Source: an optimization exercise on an open RTL-to-GDS flow (aim: small area, a short achievable clock period and few clock cycles). Production flows keep margins and buffers that such runs may drop. The RTL was checked by simulation tests, not by an equivalence proof against the original design.

[config.mk]
export PLATFORM = sky130hd
export DESIGN_NAME = CONVEX
export DESIGN_NICKNAME = CONVEX
export VERILOG_FILES = /design/flow/design.v
export SDC_FILE = /design/flow/constraint.sdc
export NUM_CORES = 4
export LEC_CHECK = 0
export CAP_MARGIN = 20
export CORE_MARGIN = 2
export CORE_UTILIZATION = 55
export SLEW_MARGIN = 20
[run.sh]
#!/bin/bash
# synth_recipe.tcl (not shown) runs the flow's synth.tcl, then flattens the netlist and writes it again
# the make line also repeats each setting of config.mk as NAME=value (left out here)
make -C /OpenROAD-flow-scripts/flow DESIGN_CONFIG=/design/flow/config.mk WORK_HOME=/design/flow/orfs CLKGATE_MAP_FILE= SYNTH_SCRIPT=/design/flow/synth_recipe.tcl finish
[constraint.sdc]
create_clock -name core_clock -period 8.5 [get_ports {CLK}]
set_input_delay 1.7000 -clock core_clock [delete_from_list [all_inputs] [get_ports {CLK}]]
set_output_delay 1.7000 -clock core_clock [all_outputs]
set_load 0.01 [all_outputs]
[design.v]
module CONVEX(
input               CLK,
input               RST,
input       [4:0]   PT_XY,
output              READ_PT,
output reg  [9:0]   DROP_X,
output reg  [9:0]   DROP_Y,
output reg          DROP_V);
localparam IDLE     = 3'd0;
localparam INIT     = 3'd1;
localparam DELAY    = 3'd2;
localparam READ     = 3'd3;
localparam PROC     = 3'd4;
localparam WAIT     = 3'd5;
reg  [2:0]  state, state_w;
reg  [3:0]  cnt, cnt_w;
reg  [9:0]  PT_NEW_x, PT_NEW_y;
reg  [9:0]  PT_x [0:11], PT_x_w [0:11];
reg  [9:0]  PT_y [0:11], PT_y_w [0:11];
reg  [3:0]  PT_cnt;
reg  [9:0]  PT_IN_x, PT_IN_y, PT_LEFT_x, PT_LEFT_y, PT_RIGHT_x, PT_RIGHT_y;
wire [1:0]  PT_TYPE;
reg         CUT_TYPE_last;
reg  [3:0]  preserve_cnt, preserve_cnt_w;
wire [3:0]  preserve_cnt_add_one, preserve_cnt_minus_one;
reg         add_new, dropped, type_valid;
assign preserve_cnt_add_one = preserve_cnt + 1'b1;
assign preserve_cnt_minus_one = preserve_cnt - 1'b1;
assign READ_PT = (state_w == READ) || (state_w == INIT);
always @(*) begin
    state_w = state;
    case (state)
        IDLE:   state_w = INIT;
        INIT:   state_w = (cnt == 4'd11) ? DELAY : INIT;
        DELAY:  state_w = READ;
        READ:   state_w = (cnt[1:0] == 2'd3) ? PROC : READ;
        PROC:   state_w = (cnt == PT_cnt) ? WAIT : PROC;
        WAIT:   state_w = READ;
    endcase
end
always @(posedge CLK or posedge RST) begin
    if (RST)    state <= IDLE;
    else        state <= state_w;
end
always @(*) begin
    cnt_w = cnt;
    case (state)
        INIT:   cnt_w = (cnt == 4'd11) ? 4'd0 : cnt + 1'b1;
        READ:   cnt_w = (cnt[1:0] == 2'd3) ? 4'd0 : cnt + 1'b1;
        PROC:   cnt_w = cnt + 1'b1;
        WAIT:   cnt_w = 4'd0;
    endcase
end
always @(posedge CLK or posedge RST) begin
    if (RST)    cnt <= 4'd0;
    else        cnt <= cnt_w;
end
always @(posedge CLK) begin
    if (state == INIT || state == READ) begin
        PT_NEW_x <= cnt[1] ? PT_NEW_x : {PT_NEW_x[4:0], PT_XY};
        PT_NEW_y <= cnt[1] ? {PT_NEW_y[4:0], PT_XY} : PT_NEW_y;
    end
end
always @(posedge CLK) begin
    if (state == READ) PT_cnt <= preserve_cnt;
end
integer i;
always @(*) begin
    for (i = 0; i < 12; i = i + 1) begin
        PT_x_w[i] = PT_x[i];
        PT_y_w[i] = PT_y[i];
    end
    case (state)
        INIT, DELAY: begin
            for (i = 0; i < 12; i = i + 1) begin
                PT_x_w[preserve_cnt] = PT_NEW_x;
                PT_y_w[preserve_cnt] = PT_NEW_y;
            end
        end
        PROC, WAIT: begin
            for (i = 0; i < 11; i = i + 1) begin
                PT_x_w[i] = PT_x[i+1];
                PT_y_w[i] = PT_y[i+1];
            end
            if (!type_valid) begin
                PT_x_w[preserve_cnt] = PT_x[0];
                PT_y_w[preserve_cnt] = PT_y[0];
            end
            else if (PT_TYPE[1]) begin
                if (CUT_TYPE_last && !dropped) begin
                    PT_x_w[preserve_cnt] = PT_NEW_x;
                    PT_y_w[preserve_cnt] = PT_NEW_y;
                    PT_x_w[preserve_cnt_add_one] = PT_LEFT_x;
                    PT_y_w[preserve_cnt_add_one] = PT_LEFT_y;
                end
                else begin
                    PT_x_w[preserve_cnt] = PT_LEFT_x;
                    PT_y_w[preserve_cnt] = PT_LEFT_y;
                    if (!add_new && state[0]) begin
                        PT_x_w[preserve_cnt_add_one] = PT_NEW_x;
                        PT_y_w[preserve_cnt_add_one] = PT_NEW_y;
                    end
                end
            end
            else if (!PT_TYPE[0]) begin
                PT_x_w[preserve_cnt] = PT_LEFT_x;
                PT_y_w[preserve_cnt] = PT_LEFT_y;
            end
            else if (!add_new) begin
                PT_x_w[preserve_cnt] = PT_NEW_x;
                PT_y_w[preserve_cnt] = PT_NEW_y;
            end
        end
    endcase
end
always @(posedge CLK) begin
    for (i = 0; i < 12; i = i + 1) begin
        PT_x[i] <= PT_x_w[i];
        PT_y[i] <= PT_y_w[i];
    end
end
always @(posedge CLK) begin
    if (state == READ) begin
        PT_LEFT_x <= PT_x[preserve_cnt];
        PT_LEFT_y <= PT_y[preserve_cnt];
        PT_IN_x <= PT_x[0];
        PT_IN_y <= PT_y[0];
        PT_RIGHT_x <= PT_x[1];
        PT_RIGHT_y <= PT_y[1];
    end
    else begin
        PT_LEFT_x <= PT_IN_x;
        PT_LEFT_y <= PT_IN_y;
        PT_IN_x <= PT_RIGHT_x;
        PT_IN_y <= PT_RIGHT_y;
        PT_RIGHT_x <= PT_x[2];
        PT_RIGHT_y <= PT_y[2];
    end
end
TYPE t0(.clk(CLK), .IN_x(PT_IN_x), .IN_y(PT_IN_y), .LEFT_x(PT_LEFT_x), .LEFT_y(PT_LEFT_y), 
        .RIGHT_x(PT_RIGHT_x), .RIGHT_y(PT_RIGHT_y), .NEW_x(PT_NEW_x), .NEW_y(PT_NEW_y), .TYPE(PT_TYPE));
always @(posedge CLK or posedge RST) begin
    if (RST)                type_valid <= 1'b0;
    else if (state == PROC) type_valid <= 1'b1;
    else                    type_valid <= 1'b0;
end
always @(*) begin
    preserve_cnt_w = preserve_cnt;
    case(state)
        INIT: preserve_cnt_w = cnt[3:2];
        PROC, WAIT: begin
            case(PT_TYPE)
                2'd1:   preserve_cnt_w = add_new ? preserve_cnt_minus_one : preserve_cnt;
                2'd2:   preserve_cnt_w = ((CUT_TYPE_last && !dropped) || (!add_new && state[0])) ? preserve_cnt_add_one : preserve_cnt;
            endcase
        end
    endcase
end
always @(posedge CLK) begin
    if (RST)    preserve_cnt <= 3'd0;
    else        preserve_cnt <= preserve_cnt_w;
end
always @(posedge CLK or posedge RST) begin
    if (RST)                CUT_TYPE_last <= 1'b0;
    else if (type_valid)    CUT_TYPE_last <= PT_TYPE[1];
    else                    CUT_TYPE_last <= 1'b0;
end
always @(posedge CLK or posedge RST) begin
    if (RST)                add_new <= 1'b0;
    else if (type_valid)    add_new <= PT_TYPE[0] || (CUT_TYPE_last && PT_TYPE[1]) || add_new;
    else                    add_new <= 1'b0;
end
always @(posedge CLK or posedge RST) begin
    if (RST)                dropped <= 1'b0;
    else if (type_valid)    dropped <= PT_TYPE[0] || dropped;
    else                    dropped <= 1'b0;
end
always @(posedge CLK or posedge RST) begin
    if (RST) begin
        DROP_V <= 1'b0;
        DROP_X <= 10'd0;
        DROP_Y <= 10'd0;
    end
    else if (type_valid) begin
        if (PT_TYPE[0]) begin
            DROP_V <= 1'b1;
            DROP_X <= PT_LEFT_x;
            DROP_Y <= PT_LEFT_y;
        end
        else if (state[0] && !add_new && !PT_TYPE[1]) begin
            DROP_V <= 1'b1;
            DROP_X <= PT_NEW_x;
            DROP_Y <= PT_NEW_y;
        end
        else begin
            DROP_V <= 1'b0;
            DROP_X <= 10'd0;
            DROP_Y <= 10'd0;
        end
    end
    else begin
        DROP_V <= 1'b0;
        DROP_X <= 10'd0;
        DROP_Y <= 10'd0;
    end
end
endmodule
module TYPE(
    input               clk,
    input       [9:0]   IN_x,
    input       [9:0]   IN_y,
    input       [9:0]   LEFT_x,
    input       [9:0]   LEFT_y,
    input       [9:0]   RIGHT_x,
    input       [9:0]   RIGHT_y,
    input       [9:0]   NEW_x,
    input       [9:0]   NEW_y,
    output reg  [1:0]   TYPE
);
wire signed [10:0]  tmp1, tmp2, tmp3, tmp4, tmp5, tmp6;
reg  signed [20:0]  xl_yn_w, xl_yr_w, xn_yl_w, xn_yr_w, xr_yl_w, xr_yn_w;
reg  signed [20:0]  xl_yn, xl_yr, xn_yl, xn_yr, xr_yl, xr_yn;
wire                l_r;
wire        [1:0]   l_n, n_r;
assign tmp1 = (LEFT_x - IN_x);
assign tmp2 = (NEW_x - IN_x);
assign tmp3 = (RIGHT_x - IN_x);
assign tmp4 = (LEFT_y - IN_y);
assign tmp5 = (NEW_y - IN_y);
assign tmp6 = (RIGHT_y - IN_y);
always @(*) begin
    xl_yn_w = (tmp1 * tmp5);
    xl_yr_w = (tmp1 * tmp6);
    xn_yl_w = (tmp2 * tmp4);
    xn_yr_w = (tmp2 * tmp6);
    xr_yl_w = (tmp3 * tmp4);
    xr_yn_w = (tmp3 * tmp5);
end
always @(posedge clk) begin
    xl_yn <= xl_yn_w;
    xl_yr <= xl_yr_w;
    xn_yl <= xn_yl_w;
    xn_yr <= xn_yr_w;
    xr_yl <= xr_yl_w;
    xr_yn <= xr_yn_w;
end
assign l_r = (xl_yr < xr_yl) ? 1'b0 : 1'b1;
assign l_n = (xl_yn < xn_yl) ? 2'd0 : (xl_yn > xn_yl) ? 2'd1 : 2'd2;
assign n_r = (xn_yr < xr_yn) ? 2'd0 : (xn_yr > xr_yn) ? 2'd1 : 2'd2;
always @(*) begin
    TYPE = 2'd0;
    case({l_n[1], n_r[1]})
        2'b00: begin
            if (l_r == l_n[0] && l_r == n_r[0])         TYPE = 2'd0;  
            else if (l_r != l_n[0] && l_r != n_r[0])    TYPE = 2'd1;  
            else                                        TYPE = 2'd2;  
        end
        2'b01: begin
            if (l_r == l_n[0])  TYPE = 2'd0;
            else                TYPE = 2'd1;
        end
        2'b10: begin
            if (l_r == n_r[0])  TYPE = 2'd0;
            else                TYPE = 2'd1;
        end
    endcase
end
endmodule
==> run summary <==
-- worst paths after layout --
path                             start            to  slack, ns
max in group asynchronous          RST     DROP_Y[7]       6.25
min                         PT_IN_y[1]  PT_LEFT_y[1]       0.42
min in group asynchronous          RST     DROP_X[3]       1.65
max                        PT_NEW_x[1]  t0.xn_yl[20]       0.54
max reg2reg                PT_NEW_x[1]  t0.xn_yl[20]       0.54
min reg2reg                 PT_IN_y[1]  PT_LEFT_y[1]       0.42
-- synthesized netlist by cell type, types with 16 or more instances --
library cell / instances / area, um2
buf_2: 27 / 135
edfxtp_1: 264 / 7930
or2_2: 19 / 119
inv_1: 948 / 3560
o221ai_1: 170 / 1490
nand3_1: 57 / 285
xnor2_1: 154 / 1350
a21o_1: 195 / 1460
nor2_1: 604 / 2270
a31oi_1: 55 / 344
nand2_1: 836 / 3140
mux2i_1: 33 / 330
o311a_1: 20 / 200
buf_1: 38 / 143
and2_1: 301 / 1880
nand4_1: 31 / 194
nor4_1: 22 / 138
nand2b_1: 42 / 263
fa_1: 684 / 13700
o22a_1: 18 / 158
dfxtp_1: 190 / 3800
a211oi_1: 172 / 1290
o31ai_1: 39 / 293
nor3_1: 47 / 235
a22o_1: 37 / 324
a221oi_1: 43 / 377
dfrtp_1: 32 / 801
nor2b_1: 93 / 582
o211ai_1: 183 / 1370
o22ai_1: 32 / 200
o311ai_0: 16 / 140
clkbuf_1: 668 / 2510
xor2_1: 52 / 455
o21ai_0: 523 / 2620
ha_1: 403 / 5040
a21oi_1: 1147 / 5740
a2111oi_0: 21 / 184
mux2_2: 43 / 484
-- registers in the layout, summed over array words and instances (netlist names), 10 cells and up --
signal / cells
PT_RIGHT_x: 10
DROP_Y: 10
PT_IN_y: 10
PT_RIGHT_y: 10
t0.xl_yr: 21
PT_LEFT_y: 10
t0.xr_yn: 21
DROP_X: 10
t0.xl_yn: 21
t0.xn_yr: 21
t0.xr_yl: 21
PT_x: 120
PT_NEW_y: 10
PT_y: 120
PT_IN_x: 10
t0.xn_yl: 21
PT_LEFT_x: 10
PT_NEW_x: 10
-- area by class of cell --
type / count / area (um2)
Fill cell: 11300 / 50000
Multi-Input combinational cell: 6257 / 48600
Sequential cell: 486 / 12500
Inverter: 951 / 3570
Timing Repair Buffer: 293 / 2310
Tap cell: 1625 / 2030
Clock buffer: 92 / 1930
Clock inverter: 31 / 383
Antenna cell: 4 / 10.0
-- cell families after synthesis --
logic type	after synthesis
XOR/XNOR	206
buffers and inverters	1690
multiplexers	76
adder cells (fa/ha/maj)	1087
AO/OA/AOI/OAI	2799
flip-flops	486
AND/OR/NAND/NOR	2089
-- routing by layer --
metal / vias up / GRT usage, % / wire length (um)
met3: 1105 / 15.8 / 46100
met1: 31800 / 61.8 / 108000
met4: 10 / 23.0 / 17500
met2: 5071 / 60.9 / 110000
li1: 28100 / - / -
met5: - / 0.302 / 103
-- metrics by stage --
stage | cell area [um2] | setup WS, ns | utilization [%] | hold WS [ns]
after CTS | 71300 | 0.353 | 58.8 | 0.408
after global placement | 69000 | 0.510 | 56.8 | 0.437
final | 71400 | 0.538 | 58.8 | 0.419
after detailed placement | 69000 | 0.432 | 56.8 | 0.440
after floorplan | 67000 | 1.10 | - | 0.406
after global routing | 71400 | 0.116 | 58.8 | 0.479
-- placed cells by master (no fill, tap or decap), types with 19 or more instances in the layout --
master | synthesis | routed
a2111oi_0 | 21 | 21
a211oi_1 | 172 | 170
a21o_1 | 195 | 195
a21oi_1 | 1147 | 1138
a221oi_1 | 43 | 42
a22o_1 | 37 | 37
a31oi_1 | 55 | 53
and2_1 | 301 | 288
buf_4 | 3 | 262
clkbuf_16 | 0 | 70
clkdlybuf4s50_1 | 0 | 28
dfrtp_1 | 32 | 30
dfxtp_1 | 190 | 190
edfxtp_1 | 264 | 264
fa_1 | 684 | 684
ha_1 | 403 | 403
inv_1 | 948 | 946
mux2_2 | 43 | 43
mux2i_1 | 33 | 33
nand2_1 | 836 | 816
nand2b_1 | 42 | 39
nand3_1 | 57 | 48
nand4_1 | 31 | 31
nor2_1 | 604 | 599
nor2b_1 | 93 | 91
nor3_1 | 47 | 46
nor4_1 | 22 | 22
o211ai_1 | 183 | 183
o21ai_0 | 523 | 509
o221ai_1 | 170 | 170
o22ai_1 | 32 | 32
o311a_1 | 20 | 20
o31ai_1 | 39 | 39
or2_2 | 19 | 19
xnor2_1 | 154 | 151
xor2_1 | 52 | 50
-- critical path: cells and delay by family, from the launching register on --
family                   cells  cell delay (ns)
XOR/XNOR                     1             0.09
adder cells (fa/ha/maj)      7             3.15
AO/OA/AOI/OAI               11             2.45
AND/OR/NAND/NOR              5             1.35
flip-flops                   1             0.39
buffers and inverters        4             0.41
==> flow_summary.toml <==
[status]
status = "finished clean"

[yosys]
synth_xor_area_share_pct = 2.69
synth_top_family_by_area = "adder cells"
syn-cell-area_um2 = 67000
yosys_register_bits = 486
synth_cell_types = 78
synth_seq_area_share_pct = 18.7
synth_warnings = 6
synthFlopType = "edfxtp_1"
avgSynthCellArea_um2 = 7.95
synthArstFlopShare_pct = 6.58
synth_edf_count = 264
synth_compound_gate_area_share_pct = 25.9
synthSimpleGateAreaFrac_pct = 14.0
synthAdderAreaFrac_pct = 28.0
synthMuxAreaShare_pct = 1.22
syn_nets = 9527
syn-instance-count = 8433

[min_path]
hold_depth = 2
hold_class = "reg -> reg"

[clocking]
cts_tree = "done"
clock_tree.root_cell = "clkbuf_16"
clkSinkCount = 486
ctsResizeCount = 0
cts_setup_buffers = 0
htree_num_levels = 3
ctsHoldBuffers = 0
clkTransAtPathRegs_ns = 0.07
cts_buffers = 68
clock_path_buffers = 3
clk_latency_ns = 0.71

[run]
cap_violations = 0

[grt]
grt_usage_pct = 44.6
antenna_found_initial = 16
grt_pass1_wl_um = 417000
grt_pass1_vias = 63500
grt_overflow = 0
grt_start_max_net_pins = 203

[drt]
vias = 66100
vias_per_cell = 6.79
wl_per_cell_um = 29.0
first_pass_iters = 10
antenna_left = 0
drc = 0
drt-total-wl_um = 282000
first_iter_violations = 10700

[timing]
fin_worst_skew_ns = 0.0656
maxSlewHeadroom_pct = 19.7
tightest_slew_ns = 1.20
setup_tns_ns = 0
rsz0062_at_grt = "no"
timing.final.crit_share_pct = 93.7
min_period_ns = 7.96
drv_slew = 0
clock.fmax_mhz = 126
final_hold_viol_count = 0
setup_viol = 0

[critical_path]
worstPathRequired_ns = 9.04
reg2reg_depth = 28
worst_setup_path_end_kind = "flop"
crit_top_cell = "fa_1"
max_stage_delay_ns = 0.78
slowest_stage = "or4b_2"
path_max_fanout = 14
crit_type = "reg -> reg"
start_kind = "flop"
critical_path_arrival_ns = 8.51

[floorplan]
die_x_um = 353
dieArea_um2 = 125000
core_area_um2 = 121000
die_y_um = 353
num_rows = 128
start_util_pct = 55.2
num_io_pins = 29

[final_layout]
fin_cells = 9739
drive_gt1_share_pct = 6.84
fin_nets = 9151
area_delta_synth_final_pct = 6.50

[placed_design]
post-place-cells = 9611
place.detailed.hpwl_um = 188000
port_buffers = 28
gp_congestion = 0.971
Testbench counts, summed over its fixed seeds: cycles 38,076.

afterwards: timing with drivers on the ports:
The results above use ideal ports. As a check the final layout listed here was re-extracted and re-timed, cells and wires unchanged.
Step 1: set_driving_cell puts a clkbuf_16 on CLK and a buf_2 on each other input, an assumption about the parent block.
Step 2 also shifts input and output timing later by t, the mid clock arrival at the registers, as if the neighbouring blocks saw the same clock.
Three values: ideal ports, drivers, drivers and shift; two values: the first two.
t, ns: 0.763
slack for setup (ns): 0.538 / 0.538 / 0.538
pins driven straight from the clock port: 1
After both steps this run still meets setup and hold. For this run, drivers alone change the setup slack by 0.000 ns; drivers and shift together by 0.000 ns.
